From an optimization exercise on the open Yosys and OpenROAD flow, aimed at small area and a short achievable clock period; shortcuts taken in it are not production practice.
RTL that was checked went through simulation tests only; none was proved equivalent to the original.
Power is estimated from default activity; no workload was simulated.

run 1:
==> flow/design.v (excerpt) <==
module mac(input clk, input rst, input [15:0] x, input [15:0] y, output [31:0] acc);
reg r0_0;
reg r1_0;
reg r2_0;
reg r3_0;
reg r4_0;
reg r5_0;
reg r6_0;
reg r6_1;
reg r7_0;
reg r7_1;
reg r8_0;
reg r8_1;
reg r9_0;
reg r9_1;
reg r10_0;
reg r10_1;
reg r11_0;
reg r11_1;
reg r12_0;
reg r12_1;
reg r13_0;
reg r13_1;
reg r14_0;
reg r14_1;
reg r15_0;
reg r15_1;
reg r16_0;
reg r16_1;
reg r17_0;
reg r17_1;
reg r18_0;
reg r18_1;
reg r19_0;
reg r19_1;
reg r20_0;
reg r20_1;
reg r21_0;
reg r21_1;
reg r22_0;
reg r22_1;
reg r23_0;
reg r23_1;
reg r24_0;
reg r24_1;
reg r25_0;
reg r25_1;
reg r26_0;
reg r26_1;
reg r27_0;
reg r27_1;
reg r28_0;
reg r28_1;
reg r29_0;
reg r29_1;
reg r30_0;
reg r30_1;
reg r31_0;
reg rci;
wire p1;
wire p2;
wire p3;
wire p4;
wire p5;
wire p6;
wire p7;
wire p8;
wire p9;
wire p10;
wire p11;
wire p12;
wire p13;
wire p14;
wire p15;
wire p16;
wire p17;
wire p18;
wire p19;
wire p20;
wire p21;
wire p22;
wire p23;
wire p24;
wire p25;
wire p26;
wire p27;
wire p28;
wire p29;
wire p30;
wire p31;
wire p32;
wire p33;
wire p34;
wire p35;
wire p36;
wire p37;
wire p38;
wire p39;
wire p40;
wire p41;
wire p42;
wire p43;
wire p44;
wire p45;
wire p46;
wire p47;
wire p48;
wire p49;
wire p50;
wire p51;
wire p52;
wire p53;
wire p54;
wire p55;
wire p56;
wire p57;
wire p58;
wire p59;
wire p60;
wire p61;
wire p62;
wire p63;
wire p64;
wire p65;
wire p66;
wire p67;
wire p68;
wire p69;
wire p70;
wire p71;
wire p72;
wire p73;
wire p74;
wire p75;
wire p76;
wire p77;
wire p78;
wire p79;
wire p80;
wire p81;
wire p82;
wire p83;
wire p84;
wire p85;
wire p86;
wire p87;
wire p88;
wire p89;
wire p90;
wire p91;
wire p92;
wire p93;
wire p94;
wire p95;
wire p96;
wire p97;
wire p98;
wire p99;
wire p100;
wire p101;
wire p102;
wire p103;
wire p104;
wire p105;
wire p106;
wire p107;
wire p108;
wire p109;
wire p110;
wire p111;
wire p112;
wire p113;
wire p114;
wire p115;
wire p116;
wire p117;
wire p118;
wire p119;
wire p120;
wire p121;
wire p122;
wire p123;
wire p124;
wire p125;
wire p126;
wire p127;
wire p128;
wire p129;
wire p130;
wire p131;
wire p132;
wire p133;
wire p134;
wire p135;
wire p136;
wire p137;
wire p138;
wire p139;
  ...
clock: 18.0 ns
lec_check: 0
cap_margin: 20
core_margin: 2
core_utilization: 40
slew_margin: 20
synth_hierarchical: 1
synth_minimum_keep_size: 0
setup_slack_margin: 11.2
skip_gate_cloning: 1
buffer_ports_args: -buffer_cell sky130_fd_sc_hd__buf_1
cts_args: -sink_clustering_enable -repair_clock_nets -dont_use_dummy_load -buf_list sky130_fd_sc_hd__clkbuf_4 -root_buf sky130_fd_sc_hd__clkbuf_8
standard.sh (not shown) runs the stock make flow with config.mk's settings and CLKGATE_MAP_FILE= SYNTH_SCRIPT=/design/flow/synth_recipe.tcl, a recipe that flattens the netlist after the stock synthesis.
==> flow/flow/run.sh <==
#!/bin/bash
# Layout: the standard ORFS flow (standard.sh, standard synthesis), with
#  - timing repair aimed at a setup slack of flow/margin ns, so the resizer
#    works on the real critical paths even though the clock period is loose
#    (no gate cloning, so each port keeps exactly one buffer),
#  - the standard port buffering (every port gets its own buffer), with the
#    buffer cell in flow/portbuf,
#  - a clock tree without dummy balancing loads, extra CTS options in flow/cts.
# standard.log here holds make's output; ORFS's own logs are in orfs/logs.
set -euo pipefail
M=$(cat flow/margin)
PB=$(cat flow/portbuf)
CTS_EXTRA=$(cat flow/cts 2>/dev/null || true)
cat >> config.mk <<EOC
export SETUP_SLACK_MARGIN = $M
export SKIP_GATE_CLONING = 1
export BUFFER_PORTS_ARGS = -buffer_cell $PB
export CTS_ARGS = -sink_clustering_enable -repair_clock_nets -dont_use_dummy_load $CTS_EXTRA
EOC
bash standard.sh > standard.log 2>&1
==> flow/flow/cts <==
-buf_list sky130_fd_sc_hd__clkbuf_4 -root_buf sky130_fd_sc_hd__clkbuf_8
==> flow/flow/margin <==
11.2
==> flow/flow/portbuf <==
sky130_fd_sc_hd__buf_1
### run 1 -> run 2
Settings: changing SETUP_SLACK_MARGIN from 11.2 to 11.0; changing CTS_ARGS from -sink_clustering_enable -repair_clock_nets -dont_use_dummy_load -buf_list sky130_fd_sc_hd__clkbuf_4 -root_buf sky130_fd_sc_hd__clkbuf_8 to -sink_clustering_enable -repair_clock_nets -dont_use_dummy_load .
==> flow/flow/cts <==

==> flow/flow/margin <==
11.0
### Flow results
Run 1 → run 2: total power draw did not really move; part of the total power dissipated in the clock network grew by 2.6 points; switching component of the power has decreased.
NOTE met3 layer wire length in the routed design run 1->run 2 increased by a few percent
Row met2 track utilization from global routing: run 2 lower / run 1 higher
The run showing the smaller share of the clock period used by the worst path after layout is run 1.
Looking only at non-clock buffer count, and setting everything else aside, the lower value of run 1 and run 2 goes to run 2.
From run 1 to run 2 the numbers moved as follows: final cell count shrank by 8, via count normalized by instance count up 0.083.
Relative to run 2, the following input files were edited for run 3:
Settings: BUFFER_PORTS_ARGS now -buffer_cell sky130_fd_sc_hd__buf_2, was -buffer_cell sky130_fd_sc_hd__buf_1; SETUP_SLACK_MARGIN now 11, was 11.0; SKIP_GATE_CLONING no longer set, was 1; CORE_UTILIZATION now 60, was 40; CTS_ARGS now -sink_clustering_enable -repair_clock_nets -dont_use_dummy_load -buf_list sky130_fd_sc_hd__clkbuf_8 -root_buf sky130_fd_sc_hd__clkbuf_16 -sink_clustering_size 30, was -sink_clustering_enable -repair_clock_nets -dont_use_dummy_load .
==> flow/flow/run.sh <==
#!/bin/bash
# Layout: the standard ORFS flow (standard.sh, standard synthesis), with
#  - timing repair aimed at a setup slack of SETUP_MARGIN ns, so the resizer
#    works on the real critical paths even though the clock period is loose,
#  - port buffers of a small cell (every port still gets its own buffer),
#  - a clock tree without dummy balancing loads.
# Each tool's output goes to standard.log here and ORFS's own logs in orfs/logs.
set -euo pipefail
M=$(cat flow/margin)
CTS_EXTRA=$(cat flow/cts 2>/dev/null || true)
cat >> config.mk <<EOC
export SETUP_SLACK_MARGIN = $M
export BUFFER_PORTS_ARGS = -buffer_cell sky130_fd_sc_hd__buf_2
export CTS_ARGS = -sink_clustering_enable -repair_clock_nets -dont_use_dummy_load $CTS_EXTRA
EOC
bash standard.sh > standard.log 2>&1
==> flow/flow/cts <==
-buf_list sky130_fd_sc_hd__clkbuf_8 -root_buf sky130_fd_sc_hd__clkbuf_16 -sink_clustering_size 30
==> flow/flow/margin <==
11
removed: flow/flow/portbuf
### Flow results
NOTE: final critical-path required period in run 3 falls short of that of run 2
Changes observed in run 3 relative to run 2: core utilization climbed 20 points, peak per-stage delay on the critical path climbed 0.02 ns, total power climbed 3.2%, non-clock buffer contribution to total cell area dropped 0.43 points, cell area dropped 1.7%.
The final critical-path share of the clock period on run 2 is in line with that on run 3.
Diff run 2 -> run 3 | height of the die | down by more than 10%
| fmax | run 3 vs run 2 | ≈ equal |
The following lists how run 4 was set up differently from run 3:
Settings: DONT_BUFFER_PORTS: unset -> 1; CORE_UTILIZATION: 60 -> 40; CTS_ARGS: -sink_clustering_enable -repair_clock_nets -dont_use_dummy_load -buf_list sky130_fd_sc_hd__clkbuf_8 -root_buf sky130_fd_sc_hd__clkbuf_16 -sink_clustering_size 30 -> -sink_clustering_enable -repair_clock_nets -dont_use_dummy_load ; BUFFER_PORTS_ARGS: -buffer_cell sky130_fd_sc_hd__buf_2 -> unset; PRE_GLOBAL_PLACE_TCL: unset -> /design/flow/flow/ports.tcl.
==> flow/flow/run.sh <==
#!/bin/bash
# Layout: the standard ORFS flow (standard.sh, standard synthesis), with
#  - timing repair aimed at a setup slack of flow/margin ns, so the resizer
#    works on the real critical paths even though the clock period is loose,
#  - port buffers placed by flow/ports.tcl (every port gets its own buffer,
#    a stronger one on the inputs, which each drive 16 gates),
#  - a clock tree without dummy balancing loads and with the buffers in flow/cts.
# standard.log here holds make's output; ORFS's own logs are in orfs/logs.
set -euo pipefail
M=$(cat flow/margin)
CTS_EXTRA=$(cat flow/cts 2>/dev/null || true)
cat >> config.mk <<EOC
export SETUP_SLACK_MARGIN = $M
export DONT_BUFFER_PORTS = 1
export PRE_GLOBAL_PLACE_TCL = $PWD/flow/ports.tcl
export CTS_ARGS = -sink_clustering_enable -repair_clock_nets -dont_use_dummy_load $CTS_EXTRA
EOC
bash standard.sh > standard.log 2>&1
==> flow/flow/cts <==

==> flow/flow/ports.tcl (new file) <==
# Buffer every input and output port (run before global placement).
puts "Perform port buffering (flow/ports.tcl)..."
buffer_ports -inputs -buffer_cell sky130_fd_sc_hd__buf_4
buffer_ports -outputs -buffer_cell sky130_fd_sc_hd__buf_1
### Flow results
~same met2 wire length in run 3 and run 4. Part of the total power dissipated in the clock network up 0.5 points in run 4 wrt run 3. When run 4 is measured against run 3, its share of power burned in combinational logic turns out 1.5 points lower.

========
mac, a different RTL version from the one above (not shown whole).
For scale: ~1000 cells after synthesis, roughly 66 I/O pins, about 10000 µm² of cells after synthesis.
clock: 18.0 ns
lec_check: 0
cap_margin: 20
core_margin: 2
core_utilization: 40
slew_margin: 20
synth_hierarchical: 1
synth_minimum_keep_size: 0
run.sh (not shown) runs the stock make flow with config.mk's settings and CLKGATE_MAP_FILE= SYNTH_SCRIPT=/design/flow/synth_recipe.tcl, a recipe that flattens the netlist after the stock synthesis.
Stock flow here: none of the scripts above is used.
Edit:
==> flow/flow/run.sh (new file) <==
#!/bin/bash
# Standard ORFS layout with timing repair aimed below the clock period,
# port buffers of a small cell, and a clock tree without dummy loads.
set -euo pipefail
cat >> config.mk <<'EOC'
export SETUP_SLACK_MARGIN = 11
export BUFFER_PORTS_ARGS = -buffer_cell sky130_fd_sc_hd__buf_2
export CTS_ARGS = -sink_clustering_enable -repair_clock_nets -dont_use_dummy_load
EOC
bash standard.sh > standard.log 2>&1
==> flow/standard.sh (new file) <==
#!/bin/bash
# synth_recipe.tcl (not shown) runs the flow's synth.tcl, then flattens the netlist and writes it again
# the make line also repeats each setting of config.mk as NAME=value (left out here)
make -C /OpenROAD-flow-scripts/flow DESIGN_CONFIG=/design/flow/config.mk WORK_HOME=/design/flow/orfs CLKGATE_MAP_FILE= SYNTH_SCRIPT=/design/flow/synth_recipe.tcl "${@:-finish}"
Settings changed: BUFFER_PORTS_ARGS set to -buffer_cell sky130_fd_sc_hd__buf_2, CTS_ARGS set to -sink_clustering_enable -repair_clock_nets -dont_use_dummy_load, SETUP_SLACK_MARGIN set to 11.
removed: flow/run.sh
After rerunning:
- The changed run completed without violations
- routed wire length goes up by 0.66%
- combinational power shrinks by about 3%
- count of clock-buffer cells in the layout went down by 2
- utilization is lower by 0.61 points
- critical path depth does not change
- cell area decreases by 1.4%
- power is lower by 5.4%
- non-clock buffer count falls by 7
- final cell count drops by 1.0%
- via count goes down by 1.1%
- worst setup slack improved by 1.1 ns
No run of this note included a check of the RTL's function; only the layout flow was run.

## what the ideal ports hide
The results above use ideal ports. As a check the final layouts listed here were re-extracted and re-timed, cells and wires unchanged. Step 1 sets driving cells, clkbuf_16 on the clock port and buf_2 on the other inputs (assumed; they add their load-dependent delay and slew). Step 2, shift: input delay + t, output delay - t, t = (earliest + latest rising clock arrival at the registers) / 2. This alone moves slack from input paths to output paths. Three values: no drivers, after step 1, after step 2; two values: the first two.
run | t, ns | setup WS [ns] | hold slack, ns | worst setup path at the end | worst slew at a driven data input, ns
run 1 | 0.405 | 11.320 / 11.326 / 10.932 | 0.630 / 0.630 / 0.630 | input to register | 0.08
run 2 | 0.383 | 11.095 / 11.099 / 10.716 | 0.636 / 0.636 / 0.636 | input to register | 0.06
run 3 | 0.385 | 11.114 / 11.103 / 10.718 | 0.625 / 0.625 / 0.625 | input to register | 0.06
run 4 | 0.385 | 11.332 / 11.277 / 10.892 | 0.639 / 0.639 / 0.639 | input to register | 1.15
the first run of note 2 | 0.376 | 9.929 / 9.944 / 9.568 | 0.525 / 0.525 / 0.525 | input to register | 0.04
the second run of note 2 | 0.369 | 11.062 / 11.047 / 10.677 | 0.534 / 0.534 / 0.534 | input to register | 0.06
After both steps setup and hold are still met in every run listed. The setup slack of run 4, which loses most, moves by -0.055 ns with the drivers and by -0.440 ns with both steps.
